Context: an optimization exercise on an open-source flow, tuned for small area and a short achievable clock period. The choices shown serve that exercise and are no tape-out recipe.
RTL that was checked went through simulation tests only; none was proved equivalent to the original.
No activity file was given, so power comes from the tool's default toggle rates.

==> inputs of trial 45 <==
==> flow/design.v (excerpt) <==
module Multiplier (
	input clk,
	input resetn,
	input [2:0] step,
	input [7:0] shift,
	input signed [7:0] A,
	input signed [7:0] B0,
	input signed [7:0] B1,
	input signed [7:0] B2,
	input signed [7:0] B3,
	input signed [7:0] B4,
	input signed [7:0] B5,
	input signed [7:0] B6,
	input signed [7:0] B7,
	output [7:0] Y0,
	output [7:0] Y1,
	output [7:0] Y2,
	output [7:0] Y3,
	output [7:0] Y4,
	output [7:0] Y5,
	output [7:0] Y6,
	output [7:0] Y7,
	output reg overflow
	);
	reg s_mul;    
	reg s_zp;     
	reg s_acc;    
	reg s_act;    
	reg s_clr;    
	always @(posedge clk) begin
		s_mul <= (step == 3'd1) | (step == 3'd4);
		s_zp  <= step[2] & (step[1] | step[0]);
		s_acc <= (step == 3'd2);
		s_act <= (step == 3'd3);
		s_clr <= step[2];
	end
	wire rst = ~resetn;
	reg [7:0] a_r;
	wire [7:0] a_nx = (rst | s_zp) ? 8'd0 : s_mul ? A : a_r;
	always @(posedge clk) a_r <= a_nx;
	reg [3:0] d_one, d_two, d_neg;
	wire [8:0] ae = {a_nx, 1'b0};
	wire nx_acc = (step == 3'd2);
	integer j;
	always @(posedge clk) begin
		for (j = 0; j < 4; j = j + 1) begin
			d_one[j] <= nx_acc & (ae[2*j+1] ^ ae[2*j]);
			d_two[j] <= nx_acc & ((ae[2*j+2] & ~ae[2*j+1] & ~ae[2*j]) | (~ae[2*j+2] & ae[2*j+1] & ae[2*j]));
			d_neg[j] <= nx_acc & ae[2*j+2] & ~(ae[2*j+1] & ae[2*j]);
		end
	end
	wire [7:0] b_in [0:7];
	assign b_in[0] = B0; assign b_in[1] = B1; assign b_in[2] = B2; assign b_in[3] = B3;
	assign b_in[4] = B4; assign b_in[5] = B5; assign b_in[6] = B6; assign b_in[7] = B7;
	wire sh_big = |shift[7:5];
	wire [4:0] sh = shift[4:0];
	wire [26:7] m;
	genvar g, k;
	generate for (k = 7; k < 27; k = k + 1) begin : mk
		assign m[k] = ({1'b0, sh} <= k - 7);
	end endgenerate
	reg [6:0] y_r [0:7];
	reg f_r;
	wire [7:0] fl;
	generate for (g = 0; g < 8; g = g + 1) begin : lane
		reg [7:0] b_r;
		reg [27:0] acc;
		always @(posedge clk) if (s_mul) b_r <= b_in[g];
		wire [17:0] u;
		mac_lo mac (.acc(acc[15:0]), .b(b_r), .one(d_one), .two(d_two), .neg(d_neg), .u(u));
		wire [11:0] hi_p = acc[27:16] + 12'd1;
		wire [11:0] hi_m = acc[27:16] - 12'd1;
		wire [11:0] hi = u[17] ? hi_p : u[16] ? acc[27:16] : hi_m;
		always @(posedge clk) begin
			if (rst | s_clr) acc <= 28'd0;
			else acc <= {hi, u[15:0]};
		end
		wire [26:0] x0 = acc[26:0];
		wire [22:0] x1 = sh[4] ? {4'd0, x0[26:16]} : x0[22:0];
		wire [14:0] x2 = sh[3] ? x1[22:8] : x1[14:0];
		wire [10:0] x3 = sh[2] ? x2[14:4] : x2[10:0];
  ...
Settings: LEC_CHECK=0, CAP_MARGIN=20, CORE_MARGIN=2, CORE_UTILIZATION=40, SLEW_MARGIN=20; clock period 6.0 ns.
run.sh (not shown) runs the stock make flow with config.mk's settings and CLKGATE_MAP_FILE= SYNTH_SCRIPT=/design/flow/synth_recipe.tcl, a recipe that flattens the netlist after the stock synthesis.
==> build 59 (differences from trial 45) <==
--- a/flow/design.v
+++ b/flow/design.v
@@ -59,27 +59,45 @@
 	generate for (k = 7; k < 27; k = k + 1) begin : mk
 		assign m[k] = ({1'b0, sh} <= k - 7);
 	end endgenerate
 	reg [6:0] y_r [0:7];
 	reg f_r;
 	wire [7:0] fl;
 	generate for (g = 0; g < 8; g = g + 1) begin : lane
 		reg [7:0] b_r;
-		reg [27:0] acc;
+		reg [27:0] v;        
+		reg [1:0] q;         
 		always @(posedge clk) if (s_mul) b_r <= b_in[g];
-		wire [17:0] u;
-		mac_lo mac (.acc(acc[15:0]), .b(b_r), .one(d_one), .two(d_two), .neg(d_neg), .u(u));
-		wire [11:0] hi_p = acc[27:16] + 12'd1;
-		wire [11:0] hi_m = acc[27:16] - 12'd1;
-		wire [11:0] hi = u[17] ? hi_p : u[16] ? acc[27:16] : hi_m;
+		wire [15:0] vn;
+		wire [1:0] qn;
+		mac_lo mac (.v(v[15:0]), .b(b_r), .one(d_one), .two(d_two), .neg(d_neg),
+			.vn(vn), .qn(qn));
+		wire [11:0] ah = v[27:16];
+		wire [11:0] hi_p, hi_m;
+		for (k = 0; k < 12; k = k + 1) begin : incdec
+			if (k == 0) begin : b0
+				assign hi_p[k] = ~ah[k];
+				assign hi_m[k] = ~ah[k];
+			end else begin : bk
+				assign hi_p[k] = ah[k] ^ (&ah[k-1:0]);
+				assign hi_m[k] = ah[k] ^ ~(|ah[k-1:0]);
+			end
+		end
+		wire [11:0] hin = ({12{q[1]}} & hi_m) | ({12{~q[1] & q[0]}} & hi_p) | ({12{~q[0]}} & ah);
 		always @(posedge clk) begin
-			if (rst | s_clr) acc <= 28'd0;
-			else acc <= {hi, u[15:0]};
-		end
+			if (rst | s_clr) begin
+				v <= 28'd0;
+				q <= 2'd0;
+			end else begin
+				v <= {hin, vn};
+				q <= qn;
+			end
+		end
+		wire [27:0] acc = {hin, v[15:0]};
 		wire [26:0] x0 = acc[26:0];
 		wire [22:0] x1 = sh[4] ? {4'd0, x0[26:16]} : x0[22:0];
 		wire [14:0] x2 = sh[3] ? x1[22:8] : x1[14:0];
 		wire [10:0] x3 = sh[2] ? x2[14:4] : x2[10:0];
 		wire [8:0] x4 = sh[1] ? x3[10:2] : x3[8:0];
 		wire [6:0] x5 = sh[0] ? x4[7:1] : x4[6:0];
 		wire sat = |(acc[26:7] & m);
 		wire [6:0] ynew = (acc[27] | sh_big) ? 7'd0 : sat ? 7'h7f : x5;
@@ -103,22 +121,23 @@
 	assign Y2 = {1'b0, y_r[2]};
 	assign Y3 = {1'b0, y_r[3]};
 	assign Y4 = {1'b0, y_r[4]};
 	assign Y5 = {1'b0, y_r[5]};
 	assign Y6 = {1'b0, y_r[6]};
 	assign Y7 = {1'b0, y_r[7]};
 endmodule
 module mac_lo (
-	input [15:0] acc,
+	input [15:0] v,
 	input [7:0] b,
 	input [3:0] one,
 	input [3:0] two,
 	input [3:0] neg,
-	output [17:0] u
+	output [15:0] vn,
+	output [1:0] qn
 );
 	wire [8:0] bx = {b[7], b};
 	wire [9:0] bs = {bx, 1'b0};
 	wire [8:0] pp0 = (({9{one[0]}} & bx) | ({9{two[0]}} & bs[8:0])) ^ {9{neg[0]}};
 	wire [8:0] pp1 = (({9{one[1]}} & bx) | ({9{two[1]}} & bs[8:0])) ^ {9{neg[1]}};
 	wire [8:0] pp2 = (({9{one[2]}} & bx) | ({9{two[2]}} & bs[8:0])) ^ {9{neg[2]}};
 	wire [8:0] pp3 = (({9{one[3]}} & bx) | ({9{two[3]}} & bs[8:0])) ^ {9{neg[3]}};
 	wire t_1;
@@ -196,68 +215,68 @@
 	wire t_73;
 	wire t_74;
 	wire t_75;
 	wire t_76;
 	wire t_77;
 	wire t_78;
 	wire t_79;
 	wire t_80;
-	assign t_1 = acc[4] ^ pp0[4];
-	assign t_2 = acc[4] & pp0[4];
-	assign t_3 = acc[5] ^ pp0[5];
-	assign t_4 = acc[5] & pp0[5];
-	assign t_5 = acc[6] ^ pp0[6] ^ pp1[4];
-	assign t_6 = (acc[6] & pp0[6]) | (acc[6] & pp1[4]) | (pp0[6] & pp1[4]);
+	assign t_1 = v[4] ^ pp0[4];
+	assign t_2 = v[4] & pp0[4];
+	assign t_3 = v[5] ^ pp0[5];
+	assign t_4 = v[5] & pp0[5];
+	assign t_5 = v[6] ^ pp0[6] ^ pp1[4];
+	assign t_6 = (v[6] & pp0[6]) | (v[6] & pp1[4]) | (pp0[6] & pp1[4]);
 	assign t_7 = pp2[2] ^ pp3[0];
 	assign t_8 = pp2[2] & pp3[0];
-	assign t_9 = acc[7] ^ pp0[7] ^ pp1[5];
-	assign t_10 = (acc[7] & pp0[7]) | (acc[7] & pp1[5]) | (pp0[7] & pp1[5]);
+	assign t_9 = v[7] ^ pp0[7] ^ pp1[5];
+	assign t_10 = (v[7] & pp0[7]) | (v[7] & pp1[5]) | (pp0[7] & pp1[5]);
 	assign t_11 = pp2[3] ^ pp3[1];
 	assign t_12 = pp2[3] & pp3[1];
-	assign t_13 = acc[8] ^ ~pp0[8] ^ pp1[6];
-	assign t_14 = (acc[8] & ~pp0[8]) | (acc[8] & pp1[6]) | (~pp0[8] & pp1[6]);
+	assign t_13 = v[8] ^ ~pp0[8] ^ pp1[6];
+	assign t_14 = (v[8] & ~pp0[8]) | (v[8] & pp1[6]) | (~pp0[8] & pp1[6]);
 	assign t_15 = ~(pp2[4] ^ pp3[2]);
 	assign t_16 = pp2[4] | pp3[2];
-	assign t_17 = acc[9] ^ pp1[7] ^ pp2[5];
-	assign t_18 = (acc[9] & pp1[7]) | (acc[9] & pp2[5]) | (pp1[7] & pp2[5]);
+	assign t_17 = v[9] ^ pp1[7] ^ pp2[5];
+	assign t_18 = (v[9] & pp1[7]) | (v[9] & pp2[5]) | (pp1[7] & pp2[5]);
 	assign t_19 = ~pp3[3];
 	assign t_20 = pp3[3];
-	assign t_21 = acc[10] ^ ~pp1[8] ^ pp2[6];
-	assign t_22 = (acc[10] & ~pp1[8]) | (acc[10] & pp2[6]) | (~pp1[8] & pp2[6]);
-	assign t_23 = acc[11] ^ pp2[7];
-	assign t_24 = acc[11] & pp2[7];
-	assign t_25 = acc[2] ^ pp0[2];
-	assign t_26 = acc[2] & pp0[2];
-	assign t_27 = acc[3] ^ pp0[3];
-	assign t_28 = acc[3] & pp0[3];
+	assign t_21 = v[10] ^ ~pp1[8] ^ pp2[6];
+	assign t_22 = (v[10] & ~pp1[8]) | (v[10] & pp2[6]) | (~pp1[8] & pp2[6]);
+	assign t_23 = v[11] ^ pp2[7];
+	assign t_24 = v[11] & pp2[7];
+	assign t_25 = v[2] ^ pp0[2];
+	assign t_26 = v[2] & pp0[2];
+	assign t_27 = v[3] ^ pp0[3];
+	assign t_28 = v[3] & pp0[3];
 	assign t_29 = pp1[2] ^ pp2[0] ^ neg[2];
 	assign t_30 = (pp1[2] & pp2[0]) | (pp1[2] & neg[2]) | (pp2[0] & neg[2]);
 	assign t_31 = pp1[3] ^ pp2[1] ^ t_3;
 	assign t_32 = (pp1[3] & pp2[1]) | (pp1[3] & t_3) | (pp2[1] & t_3);
 	assign t_33 = neg[3] ^ t_5 ^ t_7;
 	assign t_34 = (neg[3] & t_5) | (neg[3] & t_7) | (t_5 & t_7);
 	assign t_35 = t_9 ^ t_11 ^ t_6;
 	assign t_36 = (t_9 & t_11) | (t_9 & t_6) | (t_11 & t_6);
 	assign t_37 = t_13 ^ t_15 ^ t_10;
 	assign t_38 = (t_13 & t_15) | (t_13 & t_10) | (t_15 & t_10);
 	assign t_39 = t_17 ^ t_19 ^ t_14;
 	assign t_40 = (t_17 & t_19) | (t_17 & t_14) | (t_19 & t_14);
 	assign t_41 = pp3[4] ^ t_21 ^ t_18;
 	assign t_42 = (pp3[4] & t_21) | (pp3[4] & t_18) | (t_21 & t_18);
 	assign t_43 = ~(pp3[5] ^ t_23);
 	assign t_44 = pp3[5] | t_23;
-	assign t_45 = acc[12] ^ ~pp2[8] ^ pp3[6];
-	assign t_46 = (acc[12] & ~pp2[8]) | (acc[12] & pp3[6]) | (~pp2[8] & pp3[6]);
-	assign t_47 = acc[13] ^ pp3[7];
-	assign t_48 = acc[13] & pp3[7];
-	assign t_49 = acc[0] ^ pp0[0];
-	assign t_50 = acc[0] & pp0[0];
-	assign t_51 = acc[1] ^ pp0[1];
-	assign t_52 = acc[1] & pp0[1];
+	assign t_45 = v[12] ^ ~pp2[8] ^ pp3[6];
+	assign t_46 = (v[12] & ~pp2[8]) | (v[12] & pp3[6]) | (~pp2[8] & pp3[6]);
+	assign t_47 = v[13] ^ pp3[7];
+	assign t_48 = v[13] & pp3[7];
+	assign t_49 = v[0] ^ pp0[0];
+	assign t_50 = v[0] & pp0[0];
+	assign t_51 = v[1] ^ pp0[1];
+	assign t_52 = v[1] & pp0[1];
 	assign t_53 = pp1[0] ^ neg[1] ^ t_25;
 	assign t_54 = (pp1[0] & neg[1]) | (pp1[0] & t_25) | (neg[1] & t_25);
 	assign t_55 = pp1[1] ^ t_27 ^ t_26;
 	assign t_56 = (pp1[1] & t_27) | (pp1[1] & t_26) | (t_27 & t_26);
 	assign t_57 = t_1 ^ t_29 ^ t_28;
 	assign t_58 = (t_1 & t_29) | (t_1 & t_28) | (t_29 & t_28);
 	assign t_59 = t_2 ^ t_31 ^ t_30;
 	assign t_60 = (t_2 & t_31) | (t_2 & t_30) | (t_31 & t_30);
@@ -272,16 +291,18 @@
 	assign t_69 = t_20 ^ t_41 ^ t_40;
 	assign t_70 = (t_20 & t_41) | (t_20 & t_40) | (t_41 & t_40);
 	assign t_71 = t_22 ^ t_43 ^ t_42;
 	assign t_72 = (t_22 & t_43) | (t_22 & t_42) | (t_43 & t_42);
 	assign t_73 = t_24 ^ t_45 ^ t_44;
 	assign t_74 = (t_24 & t_45) | (t_24 & t_44) | (t_45 & t_44);
 	assign t_75 = ~(t_47 ^ t_46);
 	assign t_76 = t_47 | t_46;
-	assign t_77 = acc[14] ^ ~pp3[8] ^ t_48;
-	assign t_78 = (acc[14] & ~pp3[8]) | (acc[14] & t_48) | (~pp3[8] & t_48);
-	assign t_79 = ~acc[15];
-	assign t_80 = acc[15];
-	wire [17:0] ra = {1'b0, t_80, t_79, t_77, t_75, t_73, t_71, t_69, t_67, t_65, t_63, t_61, t_59, t_57, t_55, t_53, t_51, neg[0]};
-	wire [17:0] rb = {1'b0, 1'b0, t_78, t_76, t_74, t_72, t_70, t_68, t_66, t_64, t_62, t_60, t_58, t_56, t_54, t_52, t_50, t_49};
-	assign u = ra + rb;
+	assign t_77 = v[14] ^ ~pp3[8] ^ t_48;
+	assign t_78 = (v[14] & ~pp3[8]) | (v[14] & t_48) | (~pp3[8] & t_48);
+	assign t_79 = ~v[15];
+	assign t_80 = v[15];
+	wire [17:0] ra = {1'b1, 1'b1, t_79, t_77, t_75, t_73, t_71, t_69, t_67, t_65, t_63, t_61, t_59, t_57, t_55, t_53, t_51, neg[0]};
+	wire [17:0] rb = {1'b0, t_80, t_78, t_76, t_74, t_72, t_70, t_68, t_66, t_64, t_62, t_60, t_58, t_56, t_54, t_52, t_50, t_49};
+	wire [17:0] u = ra + rb;
+	assign vn = u[15:0];
+	assign qn = u[17:16];
 endmodule
ABC_AREA = 1   (was not set)
==> comparison table <==
item	build 59	trial 45
Worst slack on hold paths	463 ps	451 ps
Fraction of met1 tracks used by global routing	40.5%	37.5%
Layout cells sized above 1	4.66%	11.6%
Total Nets Final	6013	5144
Buffers inserted by post-CTS timing repair	0	1
DR iter-0 viols	3787	2858
Transition at the pin with the smallest max-transition slack	1080 ps	1230 ps
Reg area	8400 µm²	8100 µm²
Worst-Skew Late Latency	650 ps	630 ps
Inverters excl. clock	825	399
Final cell count without fillers	6724	5830
Run status	finished clean	finished clean
Initial core utilization	40.4%	40.4%
Vias in the first global route	33700	30700
Worst-path cell with the longest stage delay	o21ai_0	or4_1
Global-route usage over all layers	26.9%	24.6%
Met3 wirelength from detailed routing	10800 µm	10500 µm
Post-synthesis sequential element count	387	371
Post-synthesis cell type count	59	97
Maximum number of pins on one net before global-route repair	105	93
Critical Path Max Stage Delay	610 ps	560 ps
Clk pwr share	24.4%	18.2%
Register fraction of the total cell area	19.9%	18.4%
No functional check of the RTL was part of trial 45.

[separate check: timing with driven ports]
Ports are ideal in the flow. The routed layouts listed here were re-timed in OpenROAD. Step 1, drivers: a clkbuf_16 drives clk and a buf_2 each remaining input, both assumed. Step 2 also shifts input and output timing later by t, the mid clock arrival at the registers, as if the neighbouring blocks saw the same clock. Three values: ideal ports, drivers, drivers and shift; two values: the first two.
run	t, ns	setup slack, ns	clock arrival spread, ns	worst data-port slew with drivers (ns)
trial 45	0.692	0.124 / 0.124 / 0.124	0.027 / 0.027	0.08
build 59	0.703	1.232 / 1.232 / 1.232	0.039 / 0.039	0.09
After both steps every run listed still meets setup and hold.
